This design comes from an exercise in tuning for small area on the open sky130 flow, not from production work. Only simulation tests tie the RTL to the original design; equivalence was not proved. Power figures rest on the tool's default switching activity, not on a simulated workload.

==> design/flow/config.mk <==
export PLATFORM = sky130hd
export DESIGN_NAME = sdrc_top
export DESIGN_NICKNAME = sdrc_top
export VERILOG_FILES = /design/flow/design.v
export SDC_FILE = /design/flow/constraint.sdc
export NUM_CORES = 4
export LEC_CHECK = 0
export ABC_AREA = 1
export CAP_MARGIN = 20
export CORE_MARGIN = 2
export CORE_UTILIZATION = 40
export SLEW_MARGIN = 20
==> design/flow/constraint.sdc <==
create_clock -name core_clock -period 12.0 [get_ports {sdram_clk}]
set_input_delay 2.4000 -clock core_clock [delete_from_list [all_inputs] [get_ports {sdram_clk}]]
set_output_delay 2.4000 -clock core_clock [all_outputs]
set_load 0.01 [all_outputs]
==> design/flow/design.v <==
`timescale 1ns/1ps
module sdrc_req_gen (
   input             clk,
   input             reset_n,
   input [1:0]       cfg_colbits,
   input [1:0]       sdr_width,
   input             req,
   input [25:0]      req_addr,
   input [8:0]       req_len,
   input             req_wr_n,
   input             req_wrap,
   output reg        req_ack,
   output reg        r2x_idle,
   output reg        r2b_req,
   output reg        r2b_start,
   output            r2b_last,
   output reg        r2b_write,
   output            r2b_wrap,
   output [1:0]      r2b_ba,
   output [12:0]     r2b_raddr,
   output [10:0]     r2b_caddr,
   output [8:0]      r2b_len,
   input             b2r_ack,
   input             b2r_arb_ok
);
   localparam REQ_IDLE      = 2'b00;
   localparam REQ_ACTIVE    = 2'b01;
   localparam REQ_PAGE_WRAP = 2'b10;
   reg  [1:0]  req_st, next_req_st;
   reg         req_ld, lcl_wrap, page_ovflw_r;
   reg  [8:0]  lcl_req_len;
   reg  [10:0] curr_col;     
   reg  [14:0] curr_rb;      
   wire [10:0] col_mask = {cfg_colbits == 2'b11, cfg_colbits[1], |cfg_colbits, 8'hff};
   reg  [10:0] col_sh;
   reg  [8:0]  req_len_int;
   always @(*) begin
      case (sdr_width)
         2'b00:   begin col_sh = req_addr[10:0];         req_len_int = req_len;               end
         2'b01:   begin col_sh = {req_addr[9:0], 1'b0};  req_len_int = {req_len[7:0], 1'b0};  end
         default: begin col_sh = {req_addr[8:0], 2'b0};  req_len_int = {req_len[6:0], 2'b0};  end
      endcase
   end
   wire [10:0] col_in = col_sh & col_mask;
   wire [1:0] w = (sdr_width == 2'b00) ? 2'd0 : (sdr_width == 2'b01) ? 2'd1 : 2'd2;
   wire [3:0] s = 4'd8 + {2'b0, cfg_colbits} - {2'b0, w};
   reg  [14:0] rb_in;
   always @(*) begin
      case (s)
         4'd6:    rb_in = req_addr[20:6];
         4'd7:    rb_in = req_addr[21:7];
         4'd8:    rb_in = req_addr[22:8];
         4'd9:    rb_in = req_addr[23:9];
         4'd10:   rb_in = req_addr[24:10];
         default: rb_in = req_addr[25:11];
      endcase
   end
   wire [11:0] page   = 12'h100 << cfg_colbits;
   wire [11:0] end_in = {1'b0, col_in} + {3'b0, req_len_int};
   wire page_ovflw = (end_in > page) & ~req_wrap;
   wire [11:0] room = page - {1'b0, curr_col};
   assign r2b_len  = (r2b_start & page_ovflw_r) ? room[8:0] : lcl_req_len;
   wire [8:0]  next_req_len = lcl_req_len - r2b_len;
   wire [11:0] next_sum = {1'b0, curr_col} + {3'b0, r2b_len};
   wire [10:0] next_col = next_sum[10:0] & col_mask;
   wire [1:0]  next_cy  = (cfg_colbits == 2'b00) ? next_sum[9:8] :
                          (cfg_colbits == 2'b01) ? {1'b0, next_sum[9]} :
                          (cfg_colbits == 2'b10) ? {1'b0, next_sum[10]} : {1'b0, next_sum[11]};
   wire [14:0] next_rb  = curr_rb + {13'b0, next_cy};
   assign r2b_wrap  = lcl_wrap;
   assign r2b_last  = (r2b_start & ~page_ovflw_r) | (req_st == REQ_PAGE_WRAP);
   assign r2b_ba    = curr_rb[1:0];
   assign r2b_raddr = curr_rb[14:2];
   assign r2b_caddr = curr_col;
   always @ (posedge clk) begin
      page_ovflw_r  <= req_ack & page_ovflw;
      if (req_ack) begin
         r2b_write     <= ~req_wr_n;
         lcl_wrap      <= req_wrap;
      end
      r2b_start   <= (req_ack) ? 1'b1 : (b2r_ack) ? 1'b0 : r2b_start;
      lcl_req_len <= (req_ack) ? req_len_int :
                     (req_ld) ? next_req_len : lcl_req_len;
      curr_col    <= (req_ack) ? col_in : (req_ld) ? next_col : curr_col;
      curr_rb     <= (req_ack) ? rb_in  : (req_ld) ? next_rb  : curr_rb;
   end
   always @ (*) begin
      r2x_idle    = 1'b0;
      req_ack     = 1'b0;
      req_ld      = 1'b0;
      r2b_req     = 1'b0;
      next_req_st = REQ_IDLE;
      case (req_st)
         REQ_IDLE : begin
            r2x_idle = ~req;
            req_ack = req & b2r_arb_ok;
            next_req_st = (req & b2r_arb_ok) ? REQ_ACTIVE : REQ_IDLE;
         end
         REQ_ACTIVE : begin
            req_ld = b2r_ack;
            r2b_req = 1'b1;
            next_req_st = (b2r_ack) ? ((page_ovflw_r) ? REQ_PAGE_WRAP : REQ_IDLE) : REQ_ACTIVE;
         end
         REQ_PAGE_WRAP : begin
            req_ld = b2r_ack;
            r2b_req = 1'b1;
            next_req_st = (b2r_ack) ? REQ_IDLE : REQ_PAGE_WRAP;
         end
         default : ;
      endcase
   end
   always @ (posedge clk)
      if (~reset_n) req_st <= REQ_IDLE;
      else          req_st <= next_req_st;
endmodule
`timescale 1ns/1ps
module sdrc_bank_fsm (
   input             clk,
   input             reset_n,
   input             r2b_req,
   input [12:0]      r2b_raddr,
   input             r2b_write,
   input             page_hit,
   output            b2r_ack,
   input             sdr_dma_last,
   input             h_write,
   output reg        b2x_req,
   output reg [1:0]  b2x_cmd,
   output            idle,
   output reg [12:0] l_raddr,
   output reg        bank_valid,
   input             x2b_ack,
   output            tras_ok,
   input             xfr_ok,
   input             x2b_refresh,
   input             x2b_pre_ok,
   input             x2b_act_ok,
   input             x2b_rdok,
   input             x2b_wrok,
   input [3:0]       tras_delay,
   input [3:0]       trp_delay,
   input [3:0]       trcd_delay
);
   localparam BANK_IDLE         = 3'b000;
   localparam BANK_PRE          = 3'b001;
   localparam BANK_ACT          = 3'b010;
   localparam BANK_XFR          = 3'b011;
   localparam BANK_DMA_LAST_PRE = 3'b100;
   reg [2:0]  bank_st, next_bank_st;
   reg [3:0]  tras_cntr, timer0;
   reg        l_sdr_dma_last;
   assign idle = (bank_st == BANK_IDLE);
   assign b2r_ack = idle & r2b_req;
   assign tras_ok = ~|tras_cntr;
   wire timer0_tc = ~|timer0;
   wire activate_bank = (b2x_cmd == 2'b01) & x2b_ack;
   wire ld_trp  = (b2x_cmd == 2'b00) & x2b_ack;
   wire closed = (bank_st == BANK_DMA_LAST_PRE);
   always @ (posedge clk)
      if (~reset_n) begin
         bank_valid <= 1'b0;
         tras_cntr <= 4'b0;
         timer0 <= 4'b0;
         bank_st <= BANK_IDLE;
         l_sdr_dma_last <= 1'b0;
      end
      else begin
         bank_valid <= (x2b_refresh | closed) ? 1'b0 :
                       (activate_bank) ? 1'b1 : bank_valid;
         tras_cntr <= (activate_bank) ? tras_delay :
                      (~tras_ok) ? tras_cntr - 4'b1 : 4'b0;
         timer0 <= (ld_trp) ? trp_delay :
                   (activate_bank) ? trcd_delay :
                   (~timer0_tc) ? timer0 - 4'b1 : timer0;
         bank_st <= next_bank_st;
         if (b2r_ack) l_sdr_dma_last <= sdr_dma_last;
      end
   always @ (posedge clk)
      if (b2r_ack) l_raddr <= r2b_raddr;
   always @ (*) begin
      b2x_req = 1'b0;
      b2x_cmd = 2'b00;
      next_bank_st = bank_st;
      case (bank_st)
         BANK_IDLE : begin
            if (r2b_req) begin
               if (page_hit) begin
                  b2x_req = xfr_ok & ((r2b_write) ? x2b_wrok : x2b_rdok);
                  b2x_cmd = {1'b1, r2b_write};
                  next_bank_st = (x2b_ack) ? BANK_IDLE : BANK_XFR;
               end
               else begin
                  b2x_req = tras_ok & x2b_pre_ok;
                  next_bank_st = (~l_sdr_dma_last & x2b_ack) ? BANK_ACT : BANK_PRE;
               end
            end
         end
         BANK_PRE : begin
            b2x_req = tras_ok & x2b_pre_ok;
            next_bank_st = (x2b_ack) ? BANK_ACT : BANK_PRE;
         end
         BANK_ACT : begin
            b2x_req = timer0_tc & x2b_act_ok;
            b2x_cmd = 2'b01;
            next_bank_st = (x2b_ack) ? BANK_XFR : BANK_ACT;
         end
         BANK_XFR : begin
            b2x_req = timer0_tc & xfr_ok & ((h_write) ? x2b_wrok : x2b_rdok);
            b2x_cmd = {1'b1, h_write};
            next_bank_st = (x2b_refresh) ? BANK_ACT :
                           (x2b_ack & l_sdr_dma_last) ? BANK_DMA_LAST_PRE :
                           (x2b_ack) ? BANK_IDLE : BANK_XFR;
         end
         BANK_DMA_LAST_PRE : begin
            b2x_req = tras_ok & x2b_pre_ok;
            next_bank_st = (x2b_ack) ? BANK_IDLE : BANK_DMA_LAST_PRE;
         end
         default : ;
      endcase
   end
endmodule
`timescale 1ns/1ps
module sdrc_bank_ctl (
   input             clk,
   input             reset_n,
   input [1:0]       a2b_req_depth,
   input             r2b_req,
   input             r2b_start,
   input             r2b_last,
   input             r2b_wrap,
   input [1:0]       r2b_ba,
   input [12:0]      r2b_raddr,
   input [10:0]      r2b_caddr,
   input [8:0]       r2b_len,
   input             r2b_write,
   output            b2r_arb_ok,
   output            b2r_ack,
   output            b2x_idle,
   output reg        b2x_req,
   output            b2x_start,
   output            b2x_last,
   output            b2x_wrap,
   output reg [1:0]  b2x_ba,
   output [12:0]     b2x_addr,
   output [8:0]      b2x_len,
   output [1:0]      b2x_cmd,
   input             x2b_ack,
   output            b2x_tras_ok,
   input             x2b_refresh,
   input             x2b_pre_ok,
   input             x2b_act_ok,
   input             x2b_rdok,
   input             x2b_wrok,
   input             sdr_req_norm_dma_last,
   input [3:0]       tras_delay,
   input [3:0]       trp_delay,
   input [3:0]       trcd_delay
);
   wire [3:0]  r2i_req, i2r_ack, i2x_req, tras_ok, idle, valid;
   wire [12:0] row [0:3];
   wire [1:0]  i2x_cmd [0:3];
   wire [3:0]  x2i_ack, xfr_ok;
   reg [1:0]   rank_cnt;
   reg [1:0]   rank_ba0, rank_ba1, rank_ba2;
   reg [2:0]   rank_ba_last;
   reg [10:0]  f_caddr0, f_caddr1, f_caddr2;
   reg [8:0]   f_len0, f_len1, f_len2;
   reg [3:0]   f_flg0, f_flg1, f_flg2;    
   wire rank_fifo_mt   = (rank_cnt == 2'b00);
   wire rank_fifo_full = (rank_cnt == a2b_req_depth);
   assign b2x_tras_ok = &tras_ok;
   assign b2r_arb_ok  = ~rank_fifo_full;
   assign b2r_ack     = |i2r_ack;
   assign b2x_idle    = rank_fifo_mt;
   wire [1:0] xfr_ba = rank_fifo_mt ? r2b_ba : rank_ba0;
   genvar g;
   generate for (g = 0; g < 4; g = g + 1) begin : gb
      assign r2i_req[g] = (r2b_ba == g) & r2b_req & ~rank_fifo_full;
      assign x2i_ack[g] = (b2x_ba == g) & x2b_ack;
      assign xfr_ok[g]  = (xfr_ba == g);
   end endgenerate
   wire page_hit = valid[r2b_ba] & (r2b_raddr == row[r2b_ba]);
   wire [3:0] pa_req = i2x_req & {~i2x_cmd[3][1], ~i2x_cmd[2][1], ~i2x_cmd[1][1], ~i2x_cmd[0][1]};
   wire rank_req0 = i2x_req[xfr_ba];
   wire rank_req1 = rank_cnt[1] & pa_req[rank_ba1];
   wire rank_req2 = (rank_cnt == 2'd3) & pa_req[rank_ba2];
   always @ (*) begin
      b2x_req = 1'b1;
      if (rank_req0)      b2x_ba = xfr_ba;
      else if (rank_req1) b2x_ba = rank_ba1;
      else if (rank_req2) b2x_ba = rank_ba2;
      else begin
         b2x_req = 1'b0;
         b2x_ba = xfr_ba;
      end
   end
   assign b2x_cmd = i2x_cmd[b2x_ba];
   wire [10:0] caddr = rank_fifo_mt ? r2b_caddr : f_caddr0;
   assign b2x_len   = rank_fifo_mt ? r2b_len   : f_len0;
   assign b2x_start = rank_fifo_mt ? r2b_start : f_flg0[3];
   assign b2x_last  = rank_fifo_mt ? r2b_last  : f_flg0[2];
   assign b2x_wrap  = rank_fifo_mt ? r2b_wrap  : f_flg0[1];
   wire   h_write   = f_flg0[0];
   wire [12:0] sel_row = idle[b2x_ba] ? r2b_raddr : row[b2x_ba];
   assign b2x_addr = b2x_cmd[1] ? {2'b0, caddr} :
                     {sel_row[12] & b2x_cmd[0], sel_row[11], sel_row[10] & b2x_cmd[0], sel_row[9:0]};
   wire rank_fifo_wr = b2r_ack;
   wire rank_fifo_rd = b2x_req & b2x_cmd[1] & x2b_ack;
   wire [2:0] rank_wr_sel;
   assign rank_wr_sel[0] = (rank_cnt == 2'd0) ? rank_fifo_wr :
                           (rank_cnt == 2'd1) ? rank_fifo_wr & rank_fifo_rd : 1'b0;
   assign rank_wr_sel[1] = (rank_cnt == 2'd1) ? rank_fifo_wr & ~rank_fifo_rd :
                           (rank_cnt == 2'd2) ? rank_fifo_wr & rank_fifo_rd : 1'b0;
   assign rank_wr_sel[2] = (rank_cnt == 2'd2) ? rank_fifo_wr & ~rank_fifo_rd :
                           (rank_cnt == 2'd3) ? rank_fifo_wr & rank_fifo_rd : 1'b0;
   always @ (posedge clk)
      if (~reset_n) begin
         rank_cnt <= 2'b0;
         rank_ba0 <= 2'b0;
         rank_ba1 <= 2'b0;
         rank_ba2 <= 2'b0;
         rank_ba_last <= 3'b0;
      end
      else begin
         rank_cnt <= (rank_fifo_wr & ~rank_fifo_rd) ? rank_cnt + 2'b1 :
                     (~rank_fifo_wr & rank_fifo_rd) ? rank_cnt - 2'b1 : rank_cnt;
         rank_ba0 <= (rank_wr_sel[0]) ? r2b_ba : (rank_fifo_rd) ? rank_ba1 : rank_ba0;
         rank_ba1 <= (rank_wr_sel[1]) ? r2b_ba : (rank_fifo_rd) ? rank_ba2 : rank_ba1;
         rank_ba2 <= (rank_wr_sel[2]) ? r2b_ba : (rank_fifo_rd) ? 2'b00 : rank_ba2;
         rank_ba_last[0] <= (rank_wr_sel[0]) ? sdr_req_norm_dma_last :
                            (rank_fifo_rd) ? rank_ba_last[1] : rank_ba_last[0];
         rank_ba_last[1] <= (rank_wr_sel[1]) ? sdr_req_norm_dma_last :
                            (rank_fifo_rd) ? rank_ba_last[2] : rank_ba_last[1];
         rank_ba_last[2] <= (rank_wr_sel[2]) ? sdr_req_norm_dma_last :
                            (rank_fifo_rd) ? 1'b0 : rank_ba_last[2];
      end
   wire [3:0] r2b_flg = {r2b_start, r2b_last, r2b_wrap, r2b_write};
   always @ (posedge clk) begin
      if (rank_wr_sel[0]) begin
         f_caddr0 <= r2b_caddr; f_len0 <= r2b_len; f_flg0 <= r2b_flg;
      end else if (rank_fifo_rd) begin
         f_caddr0 <= f_caddr1; f_len0 <= f_len1; f_flg0 <= f_flg1;
      end
      if (rank_wr_sel[1]) begin
         f_caddr1 <= r2b_caddr; f_len1 <= r2b_len; f_flg1 <= r2b_flg;
      end else if (rank_fifo_rd) begin
         f_caddr1 <= f_caddr2; f_len1 <= f_len2; f_flg1 <= f_flg2;
      end
      if (rank_wr_sel[2]) begin
         f_caddr2 <= r2b_caddr; f_len2 <= r2b_len; f_flg2 <= r2b_flg;
      end
   end
   wire [3:0] dma_last_i = {1'b0, rank_ba_last};
   generate for (g = 0; g < 4; g = g + 1) begin : gf
      sdrc_bank_fsm u_fsm (
         .clk (clk), .reset_n (reset_n),
         .r2b_req (r2i_req[g]), .r2b_raddr (r2b_raddr), .r2b_write (r2b_write),
         .page_hit (page_hit), .b2r_ack (i2r_ack[g]), .sdr_dma_last (dma_last_i[g]),
         .h_write (h_write),
         .b2x_req (i2x_req[g]), .b2x_cmd (i2x_cmd[g]), .idle (idle[g]),
         .l_raddr (row[g]), .bank_valid (valid[g]), .x2b_ack (x2i_ack[g]),
         .tras_ok (tras_ok[g]), .xfr_ok (xfr_ok[g]), .x2b_refresh (x2b_refresh),
         .x2b_pre_ok (x2b_pre_ok), .x2b_act_ok (x2b_act_ok),
         .x2b_rdok (x2b_rdok), .x2b_wrok (x2b_wrok),
         .tras_delay (tras_delay), .trp_delay (trp_delay), .trcd_delay (trcd_delay));
   end endgenerate
endmodule
`timescale 1ns/1ps
module sdrc_xfr_ctl (
   input             clk,
   input             reset_n,
   input             b2x_req,
   input             b2x_start,
   input             b2x_last,
   input             b2x_wrap,
   input [1:0]       b2x_ba,
   input [12:0]      b2x_addr,
   input [8:0]       b2x_len,
   input [1:0]       b2x_cmd,
   input             b2x_tras_ok,
   output            x2b_ack,
   output            x2b_refresh,
   output            x2b_pre_ok,
   output            x2b_act_ok,
   output            x2b_rdok,
   output            x2b_wrok,
   output reg        sdr_cs_n,
   output reg        sdr_ras_n,
   output reg        sdr_cas_n,
   output reg        sdr_we_n,
   output reg [7:0]  sdr_dqm,
   output reg [1:0]  sdr_ba,
   output reg [12:0] sdr_addr,
   output reg [63:0] sdr_dout,
   output reg        sdr_den_n,
   output            x2a_rdlast,
   output            x2a_wrlast,
   input [63:0]      a2x_wrdt,
   input [7:0]       a2x_wren_n,
   output            x2a_wrnext,
   output            x2a_rdok,
   output reg        sdr_init_done,
   input             sdram_enable,
   input [12:0]      sdram_mode_reg,
   input             cas_latency_3,
   input [3:0]       trp_delay,
   input [3:0]       trcar_delay,
   input [11:0]      rfsh_time,
   input [2:0]       rfsh_rmax
);
   localparam SDR_DESEL     = 4'b1111;
   localparam SDR_NOOP      = 4'b0111;
   localparam SDR_ACTIVATE  = 4'b0011;
   localparam SDR_READ      = 4'b0101;
   localparam SDR_WRITE     = 4'b0100;
   localparam SDR_BT        = 4'b0110;
   localparam SDR_PRECHARGE = 4'b0010;
   localparam SDR_REFRESH   = 4'b0001;
   localparam SDR_MODE      = 4'b0000;
   localparam XFR_IDLE  = 2'b00;
   localparam XFR_WRITE = 2'b01;
   localparam XFR_READ  = 2'b10;
   localparam XFR_RDWT  = 2'b11;
   reg [1:0]   xfr_st, next_xfr_st;
   reg [12:0]  xfr_caddr;
   reg         l_last, l_wrap;
   reg [1:0]   l_ba;
   reg [11:0]  l_len;
   reg         mgmt_req;
   reg [3:0]   mgmt_cmd;
   reg [12:0]  mgmt_addr;
   reg [1:0]   mgmt_ba;
   reg         sel_mgmt, sel_b2x;
   reg         cb_pre_ok, rdok, wrok, wr_next, rd_next, act_cmd, d_act_cmd;
   reg [3:0]   i_xfr_cmd;
   reg [4:0]   l_rd_next, l_rd_last;
   reg         init_delay_done;
   wire b2x_read   = (b2x_cmd == 2'b10);
   wire b2x_write  = (b2x_cmd == 2'b11);
   wire b2x_prechg = (b2x_cmd == 2'b00);
   wire [3:0] b2x_sdr_cmd = {1'b0, b2x_cmd[1], ~b2x_cmd[1], b2x_cmd[1] ^ b2x_cmd[0]};
   wire b2x_prechg_hit = b2x_prechg & (b2x_ba == l_ba);
   wire [3:0]  xfr_cmd  = (sel_mgmt) ? mgmt_cmd : (sel_b2x) ? b2x_sdr_cmd : i_xfr_cmd;
   wire [12:0] xfr_addr = (sel_mgmt) ? mgmt_addr : (sel_b2x) ? b2x_addr : xfr_caddr + 13'd1;
   wire [1:0]  xfr_ba   = (sel_mgmt) ? mgmt_ba : (sel_b2x) ? b2x_ba : l_ba;
   wire mgmt_ack = sel_mgmt;
   assign x2b_ack = sel_b2x;
   wire ld_xfr = sel_b2x & b2x_cmd[1];
   wire [11:0] xfr_len  = (ld_xfr) ? {3'b0, b2x_len} : l_len;
   wire [11:0] l_len_m1 = l_len - 12'd1;
   wire l_xfr_end = ~|l_len_m1;
   wire [11:0] next_xfr_len = (ld_xfr) ? {3'b0, b2x_len} : (l_xfr_end) ? l_len : l_len_m1;
   wire d_rd_next  = cas_latency_3 ? l_rd_next[4] : l_rd_next[3];
   wire d_rd_last  = cas_latency_3 ? l_rd_last[4] : l_rd_last[3];
   wire rd_pipe_mt = ~|l_rd_next[2:0] & ~(cas_latency_3 & l_rd_next[3]);
   wire last_burst = (ld_xfr) ? b2x_last : l_last;
   wire len_le1 = ~|xfr_len[11:1];
   wire rd_last = rd_next & last_burst & len_le1;
   wire wr_last = last_burst & len_le1;
   wire burst_bdry = &xfr_caddr[1:0];
   always @ (posedge clk) begin
      xfr_caddr <= (ld_xfr) ? b2x_addr : (rd_next | wr_next) ? xfr_caddr + 13'd1 : xfr_caddr;
      if (ld_xfr) begin
         l_wrap <= b2x_wrap;
         l_ba <= b2x_ba;
      end
      l_len <= next_xfr_len;
      act_cmd <= (xfr_cmd == SDR_ACTIVATE);
      d_act_cmd <= act_cmd;
   end
   always @ (posedge clk)
      if (~reset_n) begin
         l_last <= 1'b0;
         l_rd_next <= 5'b0;
         l_rd_last <= 5'b0;
         xfr_st <= XFR_IDLE;
      end
      else begin
         l_last <= last_burst;
         l_rd_next <= {l_rd_next[3:0], rd_next};
         l_rd_last <= {l_rd_last[3:0], rd_last};
         xfr_st <= next_xfr_st;
      end
   always @ (*) begin
      case (xfr_st)
         XFR_IDLE : begin
            sel_mgmt = mgmt_req;
            sel_b2x = ~mgmt_req & sdr_init_done & b2x_req;
            i_xfr_cmd = SDR_DESEL;
            rd_next = ~mgmt_req & sdr_init_done & b2x_req & b2x_read;
            wr_next = ~mgmt_req & sdr_init_done & b2x_req & b2x_write;
            rdok = ~mgmt_req;
            cb_pre_ok = 1'b1;
            wrok = ~mgmt_req;
            next_xfr_st = (mgmt_req | ~sdr_init_done) ? XFR_IDLE :
                          (~b2x_req) ? XFR_IDLE :
                          (b2x_read) ? XFR_READ :
                          (b2x_write) ? XFR_WRITE : XFR_IDLE;
         end
         XFR_READ : begin
            rd_next = ~l_xfr_end | ~mgmt_req & b2x_req & b2x_read;
            wr_next = 1'b0;
            rdok = l_xfr_end & ~mgmt_req;
            cb_pre_ok = l_xfr_end;
            wrok = 1'b0;
            sel_mgmt = 1'b0;
            if (l_xfr_end) begin
               if (~l_wrap) begin
                  i_xfr_cmd = SDR_BT;
                  sel_b2x = b2x_req & ~mgmt_req & (b2x_read | b2x_prechg_hit);
               end
               else begin
                  i_xfr_cmd = SDR_DESEL;
                  sel_b2x = b2x_req & ~mgmt_req & ~b2x_write;
               end
               next_xfr_st = (sdr_init_done) ? ((b2x_req & ~mgmt_req & b2x_read) ? XFR_READ : XFR_RDWT) : XFR_IDLE;
            end
            else begin
               i_xfr_cmd = (burst_bdry & ~l_wrap) ? SDR_READ : SDR_DESEL;
               sel_b2x = ~(burst_bdry & ~l_wrap) & b2x_req;
               next_xfr_st = XFR_READ;
            end
         end
         XFR_RDWT : begin
            rd_next = ~mgmt_req & b2x_req & b2x_read;
            wr_next = rd_pipe_mt & ~mgmt_req & b2x_req & b2x_write;
            rdok = ~mgmt_req;
            cb_pre_ok = 1'b1;
            wrok = rd_pipe_mt & ~mgmt_req;
            sel_mgmt = mgmt_req;
            sel_b2x = ~mgmt_req & b2x_req;
            i_xfr_cmd = SDR_DESEL;
            next_xfr_st = (~mgmt_req & b2x_req & b2x_read) ? XFR_READ :
                          (~rd_pipe_mt) ? XFR_RDWT :
                          (~mgmt_req & b2x_req & b2x_write) ? XFR_WRITE : XFR_IDLE;
         end
         default : begin  
            rd_next = l_xfr_end & ~mgmt_req & b2x_req & b2x_read;
            wr_next = ~l_xfr_end | ~mgmt_req & b2x_req & b2x_write;
            rdok = l_xfr_end & ~mgmt_req;
            cb_pre_ok = 1'b0;
            wrok = l_xfr_end & ~mgmt_req;
            sel_mgmt = 1'b0;
            if (l_xfr_end) begin
               if (~l_wrap) begin
                  sel_b2x = b2x_req & ~mgmt_req & (b2x_read | b2x_write);
                  i_xfr_cmd = SDR_BT;
               end
               else begin
                  sel_b2x = b2x_req & ~mgmt_req & ~b2x_prechg_hit;
                  i_xfr_cmd = SDR_DESEL;
               end
               next_xfr_st = (~mgmt_req & b2x_req & b2x_read) ? XFR_READ :
                             (~mgmt_req & b2x_req & b2x_write) ? XFR_WRITE : XFR_IDLE;
            end
            else begin
               if (burst_bdry & ~l_wrap) begin
                  sel_b2x = 1'b0;
                  i_xfr_cmd = SDR_WRITE;
               end
               else begin
                  sel_b2x = b2x_req & ~mgmt_req;
                  i_xfr_cmd = SDR_DESEL;
               end
               next_xfr_st = XFR_WRITE;
            end
         end
      endcase
   end
   assign x2b_refresh = (xfr_cmd == SDR_REFRESH);
   assign x2b_act_ok  = ~act_cmd & ~d_act_cmd;
   assign x2b_rdok    = rdok;
   assign x2b_wrok    = wrok;
   assign x2b_pre_ok  = cb_pre_ok;
   assign x2a_rdlast = d_rd_last;
   assign x2a_wrlast = wr_last;
   assign x2a_wrnext = wr_next;
   assign x2a_rdok   = d_rd_next;
   always @ (posedge clk)
      if (~reset_n) begin
         sdr_cs_n  <= 1'b1;
         sdr_ras_n <= 1'b1;
         sdr_cas_n <= 1'b1;
         sdr_we_n  <= 1'b1;
         sdr_dqm   <= 8'hff;
         sdr_den_n <= 1'b1;
      end
      else begin
         sdr_cs_n  <= xfr_cmd[3];
         sdr_ras_n <= xfr_cmd[2];
         sdr_cas_n <= xfr_cmd[1];
         sdr_we_n  <= xfr_cmd[0];
         if (init_delay_done)
            sdr_dqm <= (wr_next) ? a2x_wren_n : 8'h00;
         sdr_den_n <= ~wr_next;
      end
   always @ (posedge clk) begin
      sdr_addr <= xfr_addr;
      sdr_ba   <= xfr_ba;
      sdr_dout <= a2x_wrdt;
   end
   localparam MGM_INIT_DELAY   = 4'b0000;
   localparam MGM_INIT_NOOP    = 4'b0001;
   localparam MGM_POWERUP      = 4'b0010;
   localparam MGM_PRECHARGE    = 4'b0011;
   localparam MGM_PCHWT        = 4'b0100;
   localparam MGM_REFRESH      = 4'b0101;
   localparam MGM_REFWT        = 4'b0110;
   localparam MGM_MODE_REG     = 4'b0111;
   localparam MGM_MODE_WT      = 4'b1000;
   localparam MGM_MODE_EXT_REG = 4'b1001;
   localparam MGM_MODE_EXT_WT  = 4'b1010;
   localparam MGM_ACTIVE       = 4'b1011;
   reg [3:0]  mgmt_st, next_mgmt_st;
   reg [3:0]  tmr0, tmr0_d;
   reg [3:0]  cntr1, cntr1_d;
   reg        ld_tmr0, ld_cntr1, dec_cntr1, set_sdr_init_done;
   reg [11:0] rfsh_timer;
   reg [2:0]  rfsh_row_cnt;
   reg [11:0] init_lfsr;
   reg        mode_set, wr_mode_set;
   wire tmr0_tc = ~|tmr0;
   wire cntr1_tc = ~|cntr1;
   wire rfsh_timer_tc = (rfsh_timer == rfsh_time);
   wire ref_req = (rfsh_row_cnt >= rfsh_rmax);
   wire precharge_ok = cb_pre_ok & b2x_tras_ok;
   always @ (posedge clk)
      if (~reset_n) begin
         mgmt_st <= MGM_POWERUP;
         tmr0 <= 4'b0;
         cntr1 <= 4'h7;
         rfsh_timer <= 12'b0;
         rfsh_row_cnt <= 3'b0;
         sdr_init_done <= 1'b0;
         init_lfsr <= 12'h001;
         init_delay_done <= 1'b0;
         mode_set <= 1'b0;
      end
      else begin
         mgmt_st <= next_mgmt_st;
         tmr0 <= (ld_tmr0) ? tmr0_d : (~tmr0_tc) ? tmr0 - 4'd1 : tmr0;
         cntr1 <= (ld_cntr1) ? cntr1_d : (dec_cntr1) ? cntr1 - 4'd1 : cntr1;
         sdr_init_done <= (set_sdr_init_done | sdr_init_done) & sdram_enable;
         rfsh_timer <= (rfsh_timer_tc) ? 12'b0 : rfsh_timer + 12'd1;
         rfsh_row_cnt <= (~set_sdr_init_done) ? 3'b0 :
                         (rfsh_timer_tc) ? rfsh_row_cnt + 3'd1 : rfsh_row_cnt;
         init_lfsr <= {init_lfsr[10:0], init_lfsr[11] ^ init_lfsr[5] ^ init_lfsr[3] ^ init_lfsr[0]};
         init_delay_done <= init_delay_done | (init_lfsr == 12'hc83);
         mode_set <= wr_mode_set;
      end
   always @ (*) begin
      mgmt_req = 1'b1;
      mgmt_cmd = SDR_DESEL;
      mgmt_ba = 2'b0;
      mgmt_addr = 13'h400;
      ld_tmr0 = 1'b0;
      tmr0_d = 4'h7;
      ld_cntr1 = 1'b0;
      dec_cntr1 = 1'b0;
      cntr1_d = {1'b0, rfsh_row_cnt};
      set_sdr_init_done = 1'b0;
      wr_mode_set = 1'b0;
      next_mgmt_st = MGM_POWERUP;
      case (mgmt_st)
         MGM_POWERUP : begin
            mgmt_req = 1'b0;
            ld_cntr1 = 1'b1;
            cntr1_d = 4'hf;
            next_mgmt_st = (sdram_enable) ? MGM_INIT_DELAY : MGM_POWERUP;
         end
         MGM_INIT_DELAY : begin
            mgmt_req = 1'b0;
            next_mgmt_st = (init_delay_done) ? MGM_INIT_NOOP : MGM_INIT_DELAY;
         end
         MGM_INIT_NOOP : begin
            mgmt_cmd = SDR_NOOP;
            ld_tmr0 = mgmt_ack;
            tmr0_d = trp_delay;
            next_mgmt_st = (mgmt_ack) ? MGM_PRECHARGE : MGM_INIT_NOOP;
         end
         MGM_PRECHARGE : begin
            mgmt_cmd = (precharge_ok) ? SDR_PRECHARGE : SDR_DESEL;
            ld_tmr0 = mgmt_ack;
            tmr0_d = trp_delay;
            next_mgmt_st = (precharge_ok & mgmt_ack) ? MGM_PCHWT : MGM_PRECHARGE;
         end
         MGM_PCHWT : begin
            next_mgmt_st = (tmr0_tc) ? MGM_REFRESH : MGM_PCHWT;
         end
         MGM_REFRESH : begin
            mgmt_cmd = SDR_REFRESH;
            ld_tmr0 = mgmt_ack;
            tmr0_d = trcar_delay;
            dec_cntr1 = mgmt_ack;
            wr_mode_set = mode_set;
            next_mgmt_st = (mgmt_ack) ? MGM_REFWT : MGM_REFRESH;
         end
         MGM_REFWT : begin
            wr_mode_set = mode_set;
            next_mgmt_st = (~tmr0_tc) ? MGM_REFWT :
                           (~cntr1_tc) ? MGM_REFRESH :
                           (sdr_init_done | mode_set) ? MGM_ACTIVE : MGM_MODE_REG;
         end
         MGM_MODE_REG : begin
            mgmt_cmd = SDR_MODE;
            mgmt_ba = {1'b0, sdram_mode_reg[11]};
            mgmt_addr = sdram_mode_reg;
            ld_tmr0 = mgmt_ack;
            next_mgmt_st = (mgmt_ack) ? MGM_MODE_WT : MGM_MODE_REG;
         end
         MGM_MODE_WT : begin
            next_mgmt_st = (~tmr0_tc) ? MGM_MODE_WT : MGM_MODE_EXT_REG;
         end
         MGM_MODE_EXT_REG : begin
            mgmt_cmd = SDR_MODE;
            mgmt_ba = 2'b10;
            mgmt_addr = 13'h0;
            ld_tmr0 = mgmt_ack;
            next_mgmt_st = (mgmt_ack) ? MGM_MODE_EXT_WT : MGM_MODE_EXT_REG;
         end
         MGM_MODE_EXT_WT : begin
            wr_mode_set = 1'b1;
            next_mgmt_st = (~tmr0_tc) ? MGM_MODE_EXT_WT : MGM_REFRESH;
         end
         MGM_ACTIVE : begin
            mgmt_req = 1'b0;
            ld_cntr1 = ref_req;
            set_sdr_init_done = 1'b1;
            next_mgmt_st = (~sdram_enable) ? MGM_POWERUP :
                           (ref_req) ? MGM_PRECHARGE : MGM_ACTIVE;
         end
         default : begin
            mgmt_req = 1'b0;
            next_mgmt_st = MGM_POWERUP;
         end
      endcase
   end
endmodule
`timescale 1ns/1ps
module sdrc_bs_convert (
   input             clk,
   input             reset_n,
   input [1:0]       sdr_width,
   input             x2a_rdlast,
   input [63:0]      x2a_rddt,
   input             x2a_rdok,
   input             x2a_wrlast,
   input             x2a_wrnext,
   output reg [63:0] a2x_wrdt,
   output reg [7:0]  a2x_wren_n,
   input [63:0]      app_wr_data,
   input [7:0]       app_wr_en_n,
   output reg        app_wr_next,
   output reg [63:0] app_rd_data,
   output reg        app_rd_valid
);
   reg [23:0] saved_rd_data;
   reg [1:0]  rd_xfr_count;
   reg [1:0]  wr_xfr_count;
   always @(*) begin
      if (sdr_width == 2'b00) begin
         a2x_wrdt     = app_wr_data;
         a2x_wren_n   = app_wr_en_n;
         app_wr_next  = x2a_wrnext;
         app_rd_data  = x2a_rddt;
         app_rd_valid = x2a_rdok;
      end
      else if (sdr_width == 2'b01) begin
         app_wr_next  = x2a_wrnext & wr_xfr_count[0];
         app_rd_valid = x2a_rdok & rd_xfr_count[0];
         if (wr_xfr_count[0]) begin
            a2x_wren_n = {6'b0, app_wr_en_n[3:2]};
            a2x_wrdt   = {48'b0, app_wr_data[31:16]};
         end
         else begin
            a2x_wren_n = {6'b0, app_wr_en_n[1:0]};
            a2x_wrdt   = {48'b0, app_wr_data[15:0]};
         end
         app_rd_data = {x2a_rddt[47:0], saved_rd_data[15:0]};
      end
      else begin
         app_wr_next  = x2a_wrnext & (wr_xfr_count == 2'b11);
         app_rd_valid = x2a_rdok & (rd_xfr_count == 2'b11);
         case (wr_xfr_count)
            2'b11: begin a2x_wren_n = {7'b0, app_wr_en_n[3]}; a2x_wrdt = {56'b0, app_wr_data[31:24]}; end
            2'b10: begin a2x_wren_n = {7'b0, app_wr_en_n[2]}; a2x_wrdt = {56'b0, app_wr_data[23:16]}; end
            2'b01: begin a2x_wren_n = {7'b0, app_wr_en_n[1]}; a2x_wrdt = {56'b0, app_wr_data[15:8]}; end
            default: begin a2x_wren_n = {7'b0, app_wr_en_n[0]}; a2x_wrdt = {56'b0, app_wr_data[7:0]}; end
         endcase
         app_rd_data = {x2a_rddt[39:0], saved_rd_data[23:0]};
      end
   end
   always @(posedge clk) begin
      if (!reset_n) begin
         rd_xfr_count  <= 2'b0;
         wr_xfr_count  <= 2'b0;
      end
      else begin
         if (x2a_wrlast)      wr_xfr_count <= 2'b0;
         else if (x2a_wrnext) wr_xfr_count <= wr_xfr_count + 2'b1;
         if (x2a_rdlast)      rd_xfr_count <= 2'b0;
         else if (x2a_rdok)   rd_xfr_count <= rd_xfr_count + 2'b1;
      end
      if (x2a_rdok) begin
            if (sdr_width == 2'b01)
               saved_rd_data[15:0] <= x2a_rddt[15:0];
            else begin
               if (rd_xfr_count == 2'b00)      saved_rd_data[7:0]   <= x2a_rddt[7:0];
               else if (rd_xfr_count == 2'b01) saved_rd_data[15:8]  <= x2a_rddt[7:0];
               else if (rd_xfr_count == 2'b10) saved_rd_data[23:16] <= x2a_rddt[7:0];
            end
      end
   end
endmodule
`timescale 1ns/1ps
module sdrc_core (
   input         clk,
   input         reset_n,
   input  [1:0]  sdr_width,
   input  [1:0]  cfg_colbits,
   input         app_req,
   input  [25:0] app_req_addr,
   input  [8:0]  app_req_len,
   input         app_req_wrap,
   input         app_req_wr_n,
   output        app_req_ack,
   input  [1:0]  cfg_req_depth,
   input  [63:0] app_wr_data,
   input  [7:0]  app_wr_en_n,
   output [63:0] app_rd_data,
   output        app_rd_valid,
   output        app_last_rd,
   output        app_last_wr,
   output        app_wr_next_req,
   output        sdr_init_done,
   output        sdr_cs_n,
   output        sdr_cke,
   output        sdr_ras_n,
   output        sdr_cas_n,
   output        sdr_we_n,
   output [7:0]  sdr_dqm,
   output [1:0]  sdr_ba,
   output [12:0] sdr_addr,
   input  [63:0] pad_sdr_din,
   output [63:0] sdr_dout,
   output [7:0]  sdr_den_n,
   input         cfg_sdr_en,
   input  [12:0] cfg_sdr_mode_reg,
   input  [3:0]  cfg_sdr_tras_d,
   input  [3:0]  cfg_sdr_trp_d,
   input  [3:0]  cfg_sdr_trcd_d,
   input  [2:0]  cfg_sdr_cas,
   input  [3:0]  cfg_sdr_trcar_d,
   input  [3:0]  cfg_sdr_twr_d,
   input  [11:0] cfg_sdr_rfsh,
   input  [2:0]  cfg_sdr_rfmax
);
   wire        r2b_req, r2b_start, r2b_last, r2b_wrap, r2b_write, r2x_idle;
   wire [1:0]  r2b_ba;
   wire [12:0] r2b_raddr;
   wire [10:0] r2b_caddr;
   wire [8:0]  r2b_len;
   wire        b2r_ack, b2r_arb_ok;
   wire        b2x_idle, b2x_req, b2x_start, b2x_last, b2x_wrap, b2x_tras_ok;
   wire [1:0]  b2x_ba, b2x_cmd;
   wire [12:0] b2x_addr;
   wire [8:0]  b2x_len;
   wire        x2b_ack, x2b_refresh, x2b_pre_ok, x2b_act_ok, x2b_rdok, x2b_wrok;
   wire        x2a_rdlast, x2a_wrlast, x2a_wrnext, x2a_rdok;
   wire [63:0] a2x_wrdt;
   wire [7:0]  a2x_wren_n;
   wire        den_n;
   reg [63:0] pad_sdr_din1, pad_sdr_din2;
   always @ (posedge clk) begin
      pad_sdr_din1 <= pad_sdr_din;
      pad_sdr_din2 <= pad_sdr_din1;
   end
   reg [1:0] cfg_req_depth_r, cfg_colbits_r;
   reg       cfg_cas3_r;
   always @ (posedge clk) begin
      cfg_req_depth_r <= cfg_req_depth;
      cfg_colbits_r   <= cfg_colbits;
      cfg_cas3_r      <= cfg_sdr_cas[0];
   end
   assign sdr_cke   = 1'b1;
   assign sdr_den_n = {8{den_n}};
   assign app_last_wr = x2a_wrlast;
   assign app_last_rd = x2a_rdlast;
   sdrc_req_gen u_req_gen (
      .clk (clk), .reset_n (reset_n), .cfg_colbits (cfg_colbits_r), .sdr_width (sdr_width),
      .req (app_req), .req_addr (app_req_addr), .req_len (app_req_len),
      .req_wr_n (app_req_wr_n), .req_wrap (app_req_wrap), .req_ack (app_req_ack),
      .r2x_idle (r2x_idle),
      .r2b_req (r2b_req), .r2b_start (r2b_start), .r2b_last (r2b_last),
      .r2b_write (r2b_write), .r2b_wrap (r2b_wrap), .r2b_ba (r2b_ba),
      .r2b_raddr (r2b_raddr), .r2b_caddr (r2b_caddr), .r2b_len (r2b_len),
      .b2r_ack (b2r_ack), .b2r_arb_ok (b2r_arb_ok));
   sdrc_bank_ctl u_bank_ctl (
      .clk (clk), .reset_n (reset_n), .a2b_req_depth (cfg_req_depth_r),
      .r2b_req (r2b_req), .r2b_start (r2b_start), .r2b_last (r2b_last),
      .r2b_wrap (r2b_wrap), .r2b_ba (r2b_ba), .r2b_raddr (r2b_raddr),
      .r2b_caddr (r2b_caddr), .r2b_len (r2b_len), .r2b_write (r2b_write),
      .b2r_arb_ok (b2r_arb_ok), .b2r_ack (b2r_ack),
      .b2x_idle (b2x_idle), .b2x_req (b2x_req), .b2x_start (b2x_start),
      .b2x_last (b2x_last), .b2x_wrap (b2x_wrap), .b2x_ba (b2x_ba),
      .b2x_addr (b2x_addr), .b2x_len (b2x_len), .b2x_cmd (b2x_cmd),
      .x2b_ack (x2b_ack), .b2x_tras_ok (b2x_tras_ok), .x2b_refresh (x2b_refresh),
      .x2b_pre_ok (x2b_pre_ok), .x2b_act_ok (x2b_act_ok), .x2b_rdok (x2b_rdok),
      .x2b_wrok (x2b_wrok), .sdr_req_norm_dma_last (app_req),
      .tras_delay (cfg_sdr_tras_d), .trp_delay (cfg_sdr_trp_d), .trcd_delay (cfg_sdr_trcd_d));
   sdrc_xfr_ctl u_xfr_ctl (
      .clk (clk), .reset_n (reset_n),
      .b2x_req (b2x_req), .b2x_start (b2x_start), .b2x_last (b2x_last),
      .b2x_wrap (b2x_wrap), .b2x_ba (b2x_ba), .b2x_addr (b2x_addr),
      .b2x_len (b2x_len), .b2x_cmd (b2x_cmd), .b2x_tras_ok (b2x_tras_ok),
      .x2b_ack (x2b_ack), .x2b_refresh (x2b_refresh), .x2b_pre_ok (x2b_pre_ok),
      .x2b_act_ok (x2b_act_ok), .x2b_rdok (x2b_rdok), .x2b_wrok (x2b_wrok),
      .sdr_cs_n (sdr_cs_n), .sdr_ras_n (sdr_ras_n), .sdr_cas_n (sdr_cas_n),
      .sdr_we_n (sdr_we_n), .sdr_dqm (sdr_dqm), .sdr_ba (sdr_ba), .sdr_addr (sdr_addr),
      .sdr_dout (sdr_dout), .sdr_den_n (den_n),
      .x2a_rdlast (x2a_rdlast), .x2a_wrlast (x2a_wrlast), .a2x_wrdt (a2x_wrdt),
      .a2x_wren_n (a2x_wren_n), .x2a_wrnext (x2a_wrnext), .x2a_rdok (x2a_rdok),
      .sdr_init_done (sdr_init_done),
      .sdram_enable (cfg_sdr_en), .sdram_mode_reg (cfg_sdr_mode_reg),
      .cas_latency_3 (cfg_cas3_r), .trp_delay (cfg_sdr_trp_d),
      .trcar_delay (cfg_sdr_trcar_d), .rfsh_time (cfg_sdr_rfsh), .rfsh_rmax (cfg_sdr_rfmax));
   sdrc_bs_convert u_bs_convert (
      .clk (clk), .reset_n (reset_n), .sdr_width (sdr_width),
      .x2a_rdlast (x2a_rdlast), .x2a_rddt (pad_sdr_din2), .x2a_rdok (x2a_rdok),
      .x2a_wrlast (x2a_wrlast), .x2a_wrnext (x2a_wrnext),
      .a2x_wrdt (a2x_wrdt), .a2x_wren_n (a2x_wren_n),
      .app_wr_data (app_wr_data), .app_wr_en_n (app_wr_en_n),
      .app_wr_next (app_wr_next_req), .app_rd_data (app_rd_data),
      .app_rd_valid (app_rd_valid));
endmodule
`timescale 1ns/1ps
module sdrc_top 
           (
                   cfg_sdr_width       ,
                   cfg_colbits         ,
                    app_req        ,                   
                    app_req_addr   ,
                    app_req_len    ,
                    app_req_wr_n   ,
                    app_req_wrap   ,
                    app_req_ack    ,                  
                    app_wr_en_n    ,                   
                    app_wr_next_req,                   
                    app_rd_valid   ,                   
                    app_last_rd    ,                    
                    app_last_wr,
                    app_wr_data    ,
                    app_rd_data    ,
                    sdram_clk           ,
                    sdram_resetn        ,
                    sdr_cs_n            ,
                    sdr_cke             ,
                    sdr_ras_n           ,
                    sdr_cas_n           ,
                    sdr_we_n            ,
                    sdr_dqm             ,
                    sdr_ba              ,
                    sdr_addr            , 
                    pad_sdr_din         ,  
                    sdr_dout            ,  
                    sdr_den_n           ,  
                    sdr_init_done       ,
                    cfg_req_depth       ,	         
                    cfg_sdr_en          ,
                    cfg_sdr_mode_reg    ,
                    cfg_sdr_tras_d      ,
                    cfg_sdr_trp_d       ,
                    cfg_sdr_trcd_d      ,
                    cfg_sdr_cas         ,
                    cfg_sdr_trcar_d     ,
                    cfg_sdr_twr_d       ,
                    cfg_sdr_rfsh        ,
    	            cfg_sdr_rfmax
	    );
parameter      APP_AW   = 26;   
parameter      APP_DW   = 64;   
parameter      APP_BW   = 8;    
parameter      APP_RW   = 9;    
parameter      SDR_DW   = 64;   
parameter      SDR_BW   = 8;    
parameter      dw       = 64;   
parameter      tw       = 8;    
parameter      bl       = 9;    
input                   sdram_clk          ;  
input                   sdram_resetn       ;  
input [1:0]             cfg_sdr_width      ;  
input [1:0]             cfg_colbits        ;  
output                  sdr_cke             ;  
output 			        sdr_cs_n            ;  
output                  sdr_ras_n           ;  
output                  sdr_cas_n           ;  
output			        sdr_we_n            ;  
output [SDR_BW-1:0] 	sdr_dqm             ;  
output [1:0] 		    sdr_ba              ;  
output [12:0] 		    sdr_addr            ;  
input [SDR_DW-1:0] 	    pad_sdr_din         ;  
output [SDR_DW-1:0] 	sdr_dout            ;  
output [SDR_BW-1:0] 	sdr_den_n           ;  
output                           sdr_init_done       ;  
input [3:0] 	                 cfg_sdr_tras_d      ;  
input [3:0]                      cfg_sdr_trp_d       ;  
input [3:0]                      cfg_sdr_trcd_d      ;  
input 			                 cfg_sdr_en          ;  
input [1:0] 		             cfg_req_depth       ;  
input [12:0]       		         cfg_sdr_mode_reg    ;
input [2:0] 			         cfg_sdr_cas         ;  
input [3:0]       			     cfg_sdr_trcar_d     ;  
input [3:0]                      cfg_sdr_twr_d       ;  
input [12-1 : 0]  cfg_sdr_rfsh;
input [3 -1 : 0] cfg_sdr_rfmax;
input                  app_req            ;  
input                  app_req_wrap       ;  
input [APP_AW-1:0]     app_req_addr       ;  
input [bl-1:0]         app_req_len        ;
input                  app_req_wr_n       ;  
output                 app_req_ack        ;  
wire                   app_busy_n         ;  
input [dw/8-1:0]       app_wr_en_n        ;  
output                 app_wr_next_req    ;  
output                 app_rd_valid       ;  
output                 app_last_rd        ;  
output                 app_last_wr        ;  
input [dw-1:0]         app_wr_data        ;  
output  [dw-1:0]       app_rd_data        ;  
sdrc_core u_sdrc_core (
   .clk (sdram_clk), .reset_n (sdram_resetn), .sdr_width (cfg_sdr_width), .cfg_colbits (cfg_colbits),
   .app_req (app_req), .app_req_addr (app_req_addr), .app_req_len (app_req_len),
   .app_req_wrap (app_req_wrap), .app_req_wr_n (app_req_wr_n), .app_req_ack (app_req_ack),
   .cfg_req_depth (cfg_req_depth), .app_wr_data (app_wr_data), .app_wr_en_n (app_wr_en_n),
   .app_rd_data (app_rd_data), .app_rd_valid (app_rd_valid), .app_last_rd (app_last_rd),
   .app_last_wr (app_last_wr), .app_wr_next_req (app_wr_next_req), .sdr_init_done (sdr_init_done),
   .sdr_cs_n (sdr_cs_n), .sdr_cke (sdr_cke), .sdr_ras_n (sdr_ras_n), .sdr_cas_n (sdr_cas_n),
   .sdr_we_n (sdr_we_n), .sdr_dqm (sdr_dqm), .sdr_ba (sdr_ba), .sdr_addr (sdr_addr),
   .pad_sdr_din (pad_sdr_din), .sdr_dout (sdr_dout), .sdr_den_n (sdr_den_n),
   .cfg_sdr_en (cfg_sdr_en), .cfg_sdr_mode_reg (cfg_sdr_mode_reg), .cfg_sdr_tras_d (cfg_sdr_tras_d),
   .cfg_sdr_trp_d (cfg_sdr_trp_d), .cfg_sdr_trcd_d (cfg_sdr_trcd_d), .cfg_sdr_cas (cfg_sdr_cas),
   .cfg_sdr_trcar_d (cfg_sdr_trcar_d), .cfg_sdr_twr_d (cfg_sdr_twr_d), .cfg_sdr_rfsh (cfg_sdr_rfsh),
   .cfg_sdr_rfmax (cfg_sdr_rfmax));
endmodule  
==> design/flow/run.sh <==
#!/bin/bash
# synth_recipe.tcl (not shown) runs the flow's synth.tcl, then flattens the netlist and writes it again
# the make line also repeats each setting of config.mk as NAME=value (left out here)
make -C /OpenROAD-flow-scripts/flow DESIGN_CONFIG=/design/flow/config.mk WORK_HOME=/design/flow/orfs CLKGATE_MAP_FILE= SYNTH_SCRIPT=/design/flow/synth_recipe.tcl finish
==> results of run 1 <==
[logic make-up after synthesis]
logic type	Yosys count
AND/OR/NAND/NOR	1405
XOR/XNOR	84
AO/OA/AOI/OAI	647
multiplexers	5
buffers and inverters	567
adder cells (fa/ha/maj)	83
flip-flops	562
other	1
[power by group]
part | leakage, nW | internal [mW] | switching [mW]
registers | 4.87 | 2.46 | 0.233
logic | 8.72 | 0.933 | 1.92
clock network | 1.09 | 1.21 | 0.828
[path summary, 6_finish.rpt]
| kind | to | cells after the start | slack [ps] | startpoint |
|---|---|---|---|---|
| worst max-delay path | app_last_wr | 39 | 1210 | u_sdrc_core.u_req_gen.curr_rb[1] |
| worst min-delay path | u_sdrc_core.pad_sdr_din2[45] | 0 | 320 | u_sdrc_core.pad_sdr_din1[45] |
| worst max register to register | u_sdrc_core.u_bank_ctl.rank_ba1[1] | 45 | 3440 | u_sdrc_core.u_req_gen.curr_rb[1] |
| worst min register to register | u_sdrc_core.pad_sdr_din2[45] | 0 | 320 | u_sdrc_core.pad_sdr_din1[45] |
[placed cells by master, fill, tap and decap left out, types with 12 or more instances in the layout]
master / instances
nor2_1: 299
o221ai_1: 33
nand4_1: 46
edfxtp_1: 207
nand3_1: 136
dfxtp_1: 355
a21oi_1: 153
inv_2: 26
ha_1: 78
clkdlybuf4s50_1: 395
nand2_2: 12
a31oi_1: 20
clkbuf_1: 16
nor3_1: 35
buf_4: 29
xor2_1: 50
clkbuf_16: 70
o21ai_1: 19
inv_1: 422
o22ai_1: 35
o21ai_0: 260
xnor2_1: 34
a221oi_1: 21
o211ai_1: 36
nand2_1: 809
clkbuf_8: 13
[metal layers]
metal / part of all wire (%) / global-route usage [%] / wire, um / vias up
met4: 1.9 / 5.80 / 1590 / 2
met5: 0.015 / 0 / 13 / -
li1: - / - / - / 11900
met3: 7.1 / 4.75 / 6050 / 124
met2: 45 / 38.1 / 38400 / 826
met1: 46 / 32.8 / 38800 / 11100
[stage by stage]
step	power (mW)	util, %
5_1_grt	8.10	50.9
4_1_cts	7.62	50.9
3_5_place_dp	5.56	47.5
6_report	7.59	50.9
2_1_floorplan	4.57	-
3_3_place_gp	5.53	47.5
[area by class of cell]
| type | instances | area, um^2 | area share [%] |
|---|---|---|---|
| well taps | 873 | 1090 | 3.19 |
| clock inverters | 20 | 254 | 0.742 |
| inverters | 456 | 1710 | 5.01 |
| repair buffers | 425 | 4180 | 12.2 |
| clock buffers | 99 | 1990 | 5.82 |
| flip-flops and latches | 562 | 13300 | 38.9 |
| multi-input cells | 2225 | 11700 | 34.1 |
[registers in the layout, summed over array words and instances (netlist names), 13 cells and up]
name and count:
u_sdrc_core.pad_sdr_din1 64, u_sdrc_core.pad_sdr_din2 64, u_sdrc_core.u_xfr_ctl.sdr_dout 64, u_sdrc_core.u_bank_ctl.gf.u_fsm.l_raddr 52, u_sdrc_core.u_bs_convert.saved_rd_data 24, u_sdrc_core.u_bank_ctl.gf.u_fsm.timer0 16
u_sdrc_core.u_bank_ctl.gf.u_fsm.tras_cntr 16, u_sdrc_core.u_req_gen.curr_rb 15, u_sdrc_core.u_xfr_ctl.sdr_addr 13, u_sdrc_core.u_xfr_ctl.xfr_caddr 13
[worst max-delay path: cells and delay by family, from the launching register on]
| family | cells | cell delay [ps] |
|---|---|---|
| flip-flops | 1 | 610 |
| adder cells (fa/ha/maj) | 1 | 250 |
| buffers and inverters | 9 | 2130 |
| AND/OR/NAND/NOR | 25 | 3810 |
| AO/OA/AOI/OAI | 4 | 920 |
[cells in the mapped netlist (all sizes together) (34+ instances only)]
master	number
ha	78
nand3	146
xor2	50
clkbuf	71
nand4	49
dfxtp	355
o211ai	36
a21oi	153
nor2	315
o22ai	35
inv	451
edfxtp	207
o21ai	280
nand2	823
nor3	37
buf	40
xnor2	34
==> out/metrics.cfg, run 1 <==
[cts]
cts_hold_buf = 0
postCtsSetupRepairBufs = 0
cts_made_buffers = 66
clk_pin_slew_ps = 60
h-tree-depth = 3
ctsResizeCount = 0
clock-sinks = 562
cts_tree = yes
ctsLongestPathBuffers = 3
clock_latency_ps = 620
cts_root_buf = clkbuf_16

[timing]
max-slew-margin-rel_pct = 26.9
worstMarginPinSlew_ps = 1090
fin_crit_ps = 10790
skew_ps = 34.5
fmax_mhz = 92.7
slew_viol_final = 0
fin_crit_sh_pct = 89.9
hold_slack_ps = 320
setup-tns-final_ps = 0
setup_viol = 0
fin_ws_ps = 1210
hold_viol = 0
rsz0062_at_grt = no

[global_routing]
grt_antenna_before_repair = 3
grt-ovfl-total = 0
track_usage_pct = 23.7
grt_max_degree = 63
grt_pass1_vias = 22400
grt_pass1_wl_mm = 130

[run_status]
outcome = no timing/DRC/antenna violations

[critical_path]
start_kind = register
worst-endpoint-required_ps = 9600
crit_arrival_ps = 8390
crit_slowest_cell = edfxtp_1
cpMostUsedCell = nand2_1
endpoint_kind = primary output
cpPeakStageDelay_ps = 610
path_class = register to primary output
path_max_fanout = 36

[synth]
syn_area_um2 = 27200
ys_async_sr_fraction_pct = 0
synthXorXnorAreaFrac_pct = 2.70
netlist_instances = 3354
synth_top_family_by_area = simple AND/OR/NAND/NOR gates
seq_area_frac_synth_pct = 49.0
synth_seq_cells = 562
syn_nets = 3671
synth_top_cell_area_share_pct = 26.1
synth_compound_area_share_pct = 14.1
yosys.area.top_type = dfxtp_1
synth_fa_ha_area_share_pct = 3.95
synth.area.top_cells = dfxtp_1, edfxtp_1, nand2_1, inv_1, o21ai_0
muxShareOfSynthArea_pct = 0.189
synthSimpleGateAreaFrac_pct = 21.8
synth_flop_cell = dfxtp_1
yosysWarningCount = 6
avgSynthCellArea_um2 = 8.11
synth_edf_count = 207
synth_cell_types = 67

[route]
via_per_inst = 5.14
antenna_left = 0
drc = 0
firstDrtPassIters = 5
wl_mm = 84.9
dr_total_vias = 23900
drt_iter0_markers = 2104
wl_per_cell_um = 18.2

[die]
io_pins = 404
die_w_um = 265
die-area_um2 = 70100
rows = 95
core_um2 = 67300
die_h_um = 265
start_util_pct = 40.4

[final_layout]
layout.nets = 4053
n_fill_cell = 6426
diodes = 0
design_area_um2 = 34200
drive_gt1_share_pct = 5.68
area_growth_pct = 25.8
final-instance-count-excl-fill = 4660

[placement]
gp_congestion = 0.921
dp_hpwl_mm = 63.4
placed_cell_area_um2 = 32000
pre_cts_slack_ps = 1870
portBuffers = 396
dp.cells = 4541

[flow_run]
maxCapViolCount = 0

[power_and_ir_drop]
power_density_nw_per_um2 = 222
peakVddDrop_mv = 0.135
p_leak_nw = 14.7

[min_path]
holdCritPathClass = register to register

==> run 2: changes to the inputs <==
==> design/flow/flow/run.sh (new file) <==
#!/bin/bash
# Own layout flow: the standard ORFS layout (standard.sh), with
#  - synthesis by flow/synth.tcl: the standard synthesis script with an
#    area-oriented ABC script for the combinational logic;
#  - every input and output port buffered with sky130_fd_sc_hd__buf_1;
#  - clock tree built from sky130_fd_sc_hd__clkbuf_8 without dummy loads.
# make's full output goes to flow_make.log; ORFS keeps each step's log
# under orfs/logs/.
set -euo pipefail
W=$(pwd)
export OWN_ABC_SCRIPT=$W/flow/abc_area.script
bash standard.sh \
  SYNTH_SCRIPT=$W/flow/synth.tcl \
  "BUFFER_PORTS_ARGS=-buffer_cell sky130_fd_sc_hd__buf_1" \
  "CTS_ARGS=-sink_clustering_enable -repair_clock_nets -dont_use_dummy_load -buf_list sky130_fd_sc_hd__clkbuf_8" \
  finish > $W/flow_make.log 2>&1
grep -q "own flow abc" $W/orfs/logs/*/sdrc_top/base/1_2_yosys.log
test -s $W/out/final.def
==> design/flow/flow/abc_area.script (new file) <==
strash
&get -n
&fraig -x
&put
scorr
dc2
strash
&get -n
&dch -f
&nf -R 1000
&put
==> design/flow/flow/synth.tcl (new file) <==
# The standard synthesis (synth_recipe.tcl), except that ABC maps the
# combinational logic with flow/abc_area.script (an area-oriented &nf
# mapping) instead of ORFS's abc script. Registers are mapped before ABC
# runs, so they keep the standard synthesis's cells and names.
proc synth {args} { yosys synth -nofsm -noshare {*}$args }
proc abc {args} {
  set newargs {}
  set skip 0
  foreach a $args {
    if {$skip} { set skip 0; lappend newargs $::env(OWN_ABC_SCRIPT); continue }
    if {$a eq "-script"} { set skip 1 }
    lappend newargs $a
  }
  puts "own flow abc: $newargs"
  yosys abc {*}$newargs
}
source $::env(SCRIPTS_DIR)/synth.tcl
# left out here: clear keep_hierarchy, flatten, clean up, hide names made inside functions, write 1_2_yosys.v
==> design/flow/standard.sh (new file) <==
#!/bin/bash
# synth_recipe.tcl (not shown) runs the flow's synth.tcl, then flattens the netlist and writes it again
# the make line also repeats each setting of config.mk as NAME=value (left out here)
make -C /OpenROAD-flow-scripts/flow DESIGN_CONFIG=/design/flow/config.mk WORK_HOME=/design/flow/orfs CLKGATE_MAP_FILE= SYNTH_SCRIPT=/design/flow/synth_recipe.tcl "${@:-finish}"
removed: design/flow/run.sh
==> out/metrics.cfg, run 2 <==
[cts]
h-tree-depth = 3  ; unchanged
ctsLongestPathBuffers = 3  ; unchanged
clock-sinks = 562  ; unchanged
cts_made_buffers = 96  ; +45%
clock_latency_ps = 740  ; +120 ps
cts_root_buf = clkbuf_8
clk_pin_slew_ps = 60  ; about the same
cts_tree = yes

[power_and_ir_drop]
p_leak_nw = 10.7  ; -27%
power_density_nw_per_um2 = 232  ; +4.4%
peakVddDrop_mv = 0.146  ; +8.4%
finalPower_mw = 6.84  ; -9.9%

[final_layout]
final-instance-count-excl-fill = 3947  ; -15%
design_area_um2 = 29500  ; -14%
drive_gt1_share_pct = 5.33  ; -0.35 points
fin_util_pct = 47.1  ; -3.8 points
layout.nets = 3417  ; -16%
layout_common_cells = buf_1, dfxtp_1, nand2_1, nor2_1, edfxtp_1
area_growth_pct = 16.9
reg_top3 = u_sdrc_core.pad_sdr_din1: 64 flops, u_sdrc_core.pad_sdr_din2: 64 flops, u_sdrc_core.u_xfr_ctl.sdr_dout: 64 flops
final_common_cell = buf_1

[die]
die-area_um2 = 65200  ; -7.1%
start_util_pct = 40.3  ; -0.19 points
core_um2 = 62700  ; -6.8%
rows = 92  ; -3.2%
die_w_um = 255  ; -3.6%
io_pins = 404  ; unchanged
die_h_um = 255  ; -3.6%

[timing]
fin_crit_ps = 11310  ; +515 ps
fmax_mhz = 88.4  ; -4.6%
fin_ws_ps = 693  ; -515 ps
hold_viol = 0  ; unchanged
fin_crit_sh_pct = 94.2  ; +4.3 points
max-slew-margin-rel_pct = 29.7  ; +2.8 points
skew_ps = 160  ; +126 ps
setup-tns-final_ps = 0  ; unchanged
hold_slack_ps = 318  ; -1.63 ps
worstMarginPinSlew_ps = 1050  ; -35.1 ps
setup_viol = 0  ; unchanged
slew_viol_final = 0  ; unchanged

[flow_run]
maxCapViolCount = 0  ; unchanged

[synth]
synth_top_cell_area_share_pct = 28.1  ; +2.0 points
avgSynthCellArea_um2 = 9.84  ; +21%
synth_most_common_cell = dfxtp_1
synth_flop_cell = dfxtp_1
synth_seq_cells = 562  ; unchanged
yosys.area.top_type = dfxtp_1
syn_nets = 2884  ; -21%
synth_edf_count = 207  ; unchanged
seq_area_frac_synth_pct = 52.7  ; +3.8 points
synth.area.top_cells = dfxtp_1, edfxtp_1, nand2_1, ha_1, o21ai_0
netlist_instances = 2567  ; -23%
ys_async_sr_fraction_pct = 0  ; unchanged
syn_area_um2 = 25300  ; -7.2%
synth_commonest_cells = dfxtp_1, nand2_1, nor2_1, edfxtp_1, o21ai_0
yosysWarningCount = 6  ; unchanged
synth_cell_types = 65  ; -3.0%

[global_routing]
grt_pass1_vias = 21300  ; -5.0%
grt_antenna_before_repair = 5  ; +2
grt_max_degree = 86  ; +37%
grt-ovfl-total = 0  ; unchanged
grt_pass1_wl_mm = 118  ; -9.0%
track_usage_pct = 23.4  ; -0.29 points

[critical_path]
endpoint_kind = primary output
crit_arrival_ps = 8910  ; +520 ps
cpPeakStageDelay_ps = 470  ; -140 ps
crit_slowest_cell = edfxtp_1
path_buf_inv = 7  ; -2
cpMostUsedCell = clkinv_1
path_class = register to primary output
start_kind = register
worst-endpoint-required_ps = 9600  ; about the same
path_max_fanout = 9  ; -75%
critPathTopFamily = compound AO/OA/AOI/OAI gates

[route]
firstDrtPassIters = 10  ; +5
dr_total_vias = 22000  ; -8.1%
wl_per_cell_um = 19.7  ; +8.4%
m1WireLength_mm = 33.2  ; -14%
via_per_inst = 5.57  ; +8.5%
top_layer_used = met5
drc = 0  ; unchanged
antenna_left = 0  ; unchanged
wl_met2_mm = 36.4  ; -5.4%
wl_mm = 77.9  ; -8.2%
route.met3.wl_mm = 5.70  ; -5.9%
drt_iter0_markers = 2381  ; +13%

[placement]
placed_cell_area_um2 = 28100  ; -12%
portBuffers = 396  ; unchanged
gp_congestion = 0.927  ; +0.63%
pre_cts_slack_ps = 687  ; -1180 ps
dp_hpwl_mm = 57.0  ; -10%
dp.cells = 3846  ; -15%

[run_status]
outcome = no timing/DRC/antenna violations

[min_path]
holdCritPathClass = register to register

## run 2: cell types whose count changed after synthesis, moves of 29 or more
cell,delta
and2_0,+81
nand3_1,-79
inv_1,-425
nand2b_1,+39
nor2_1,-62
o21ai_0,-77
a22oi_1,+35
o221ai_1,-29
clkbuf_1,-71
a222oi_1,+88
clkinv_1,+153
nand2_1,-481
## run 2: per-layer routing
| metal | track usage (%) | vias to the layer above |
|---|---|---|
| met5 | 0 | - |
| met1 | 30.4 | 10500 |
| met3 | 5.11 | 146 |
| li1 | - | 10500 |
| met4 | 9.96 | 2 |
| met2 | 37.7 | 855 |
## run 2: logic make-up (layout without fill, tap and decap cells)
| kind of cell | Yosys count | after routing | share of synthesized area (%) |
|---|---|---|---|
| and+or+nand+nor | 903 | 903 | 16.5 |
| AOI/OAI and AO/OA | 713 | 713 | 18.8 |
| DFF | 562 | 562 | 52.7 |
| buffers and inverters | 167 | 698 | 2.62 |
| xor gates and xnor gates | 100 | 100 | 3.47 |
| adders and majority gates | 83 | 83 | 4.26 |
| muxes | 38 | 38 | 1.60 |
| other | 1 | 4 | 0.0148 |
## run 2: area by class of cell
cell class                 count  area [um^2]
fill                        6017        33200
sequential                   562        13300
multi-input combinational   1838        11400
timing repair buffer         444         1860
clock buffer                  96         1320
tap                          846         1060
inverter                     158          593
antenna                        3         7.51
## run 2: timing repair
action,4_1_cts,5_1_grt
hold buffers,0,0
hold endpoints to repair,0,0
endpoints found under the setup margin,1,1
setup buffers,0,1
resized for setup,1,13
cloned,0,0
## run 2: power breakdown
group          internal [mW]  switching, mW
sequential              2.39          0.271
clock                  0.700          0.688
combinational           1.00           1.79
total                   4.09           2.75
## run 2: worst paths after layout
path / to / depth (start not counted) / startpoint / slack (ps)
hold reg to reg: u_sdrc_core.pad_sdr_din2[1] / 0 / u_sdrc_core.pad_sdr_din1[1] / 320
setup / recovery: app_last_wr / 41 / u_sdrc_core.u_req_gen.curr_rb[0] / 690
hold / removal: u_sdrc_core.pad_sdr_din2[1] / 0 / u_sdrc_core.pad_sdr_din1[1] / 320
setup reg to reg: u_sdrc_core.u_bank_ctl.f_caddr0[7] / 41 / u_sdrc_core.u_req_gen.curr_rb[0] / 2470

[separate check: timing with driven ports]
Ports are ideal in the flow. The routed layouts listed here were re-timed in OpenROAD.
Step 1 (the two cells are an assumption about what drives the block):
set clk [get_ports {sdram_clk}]
set_driving_cell -lib_cell sky130_fd_sc_hd__clkbuf_16 $clk
set_driving_cell -lib_cell sky130_fd_sc_hd__buf_2 [delete_from_list [all_inputs] $clk]
Step 2 times the ports against the registers' clock, not the clock port: input delays grow and output delays shrink by t, the midpoint of the rising clock arrivals with the driver on.
Three values: ideal, step 1, step 2; two values: the first two.
run	t, ns	slack for setup (ns)	hold slack, ns
run 1	0.673	1.208 / 1.140 / 1.813	0.320 / 0.320 / 0.320
run 2	0.723	0.693 / 0.629 / 1.352	0.318 / 0.318 / 0.318
After both steps setup and hold are still met in every run listed.
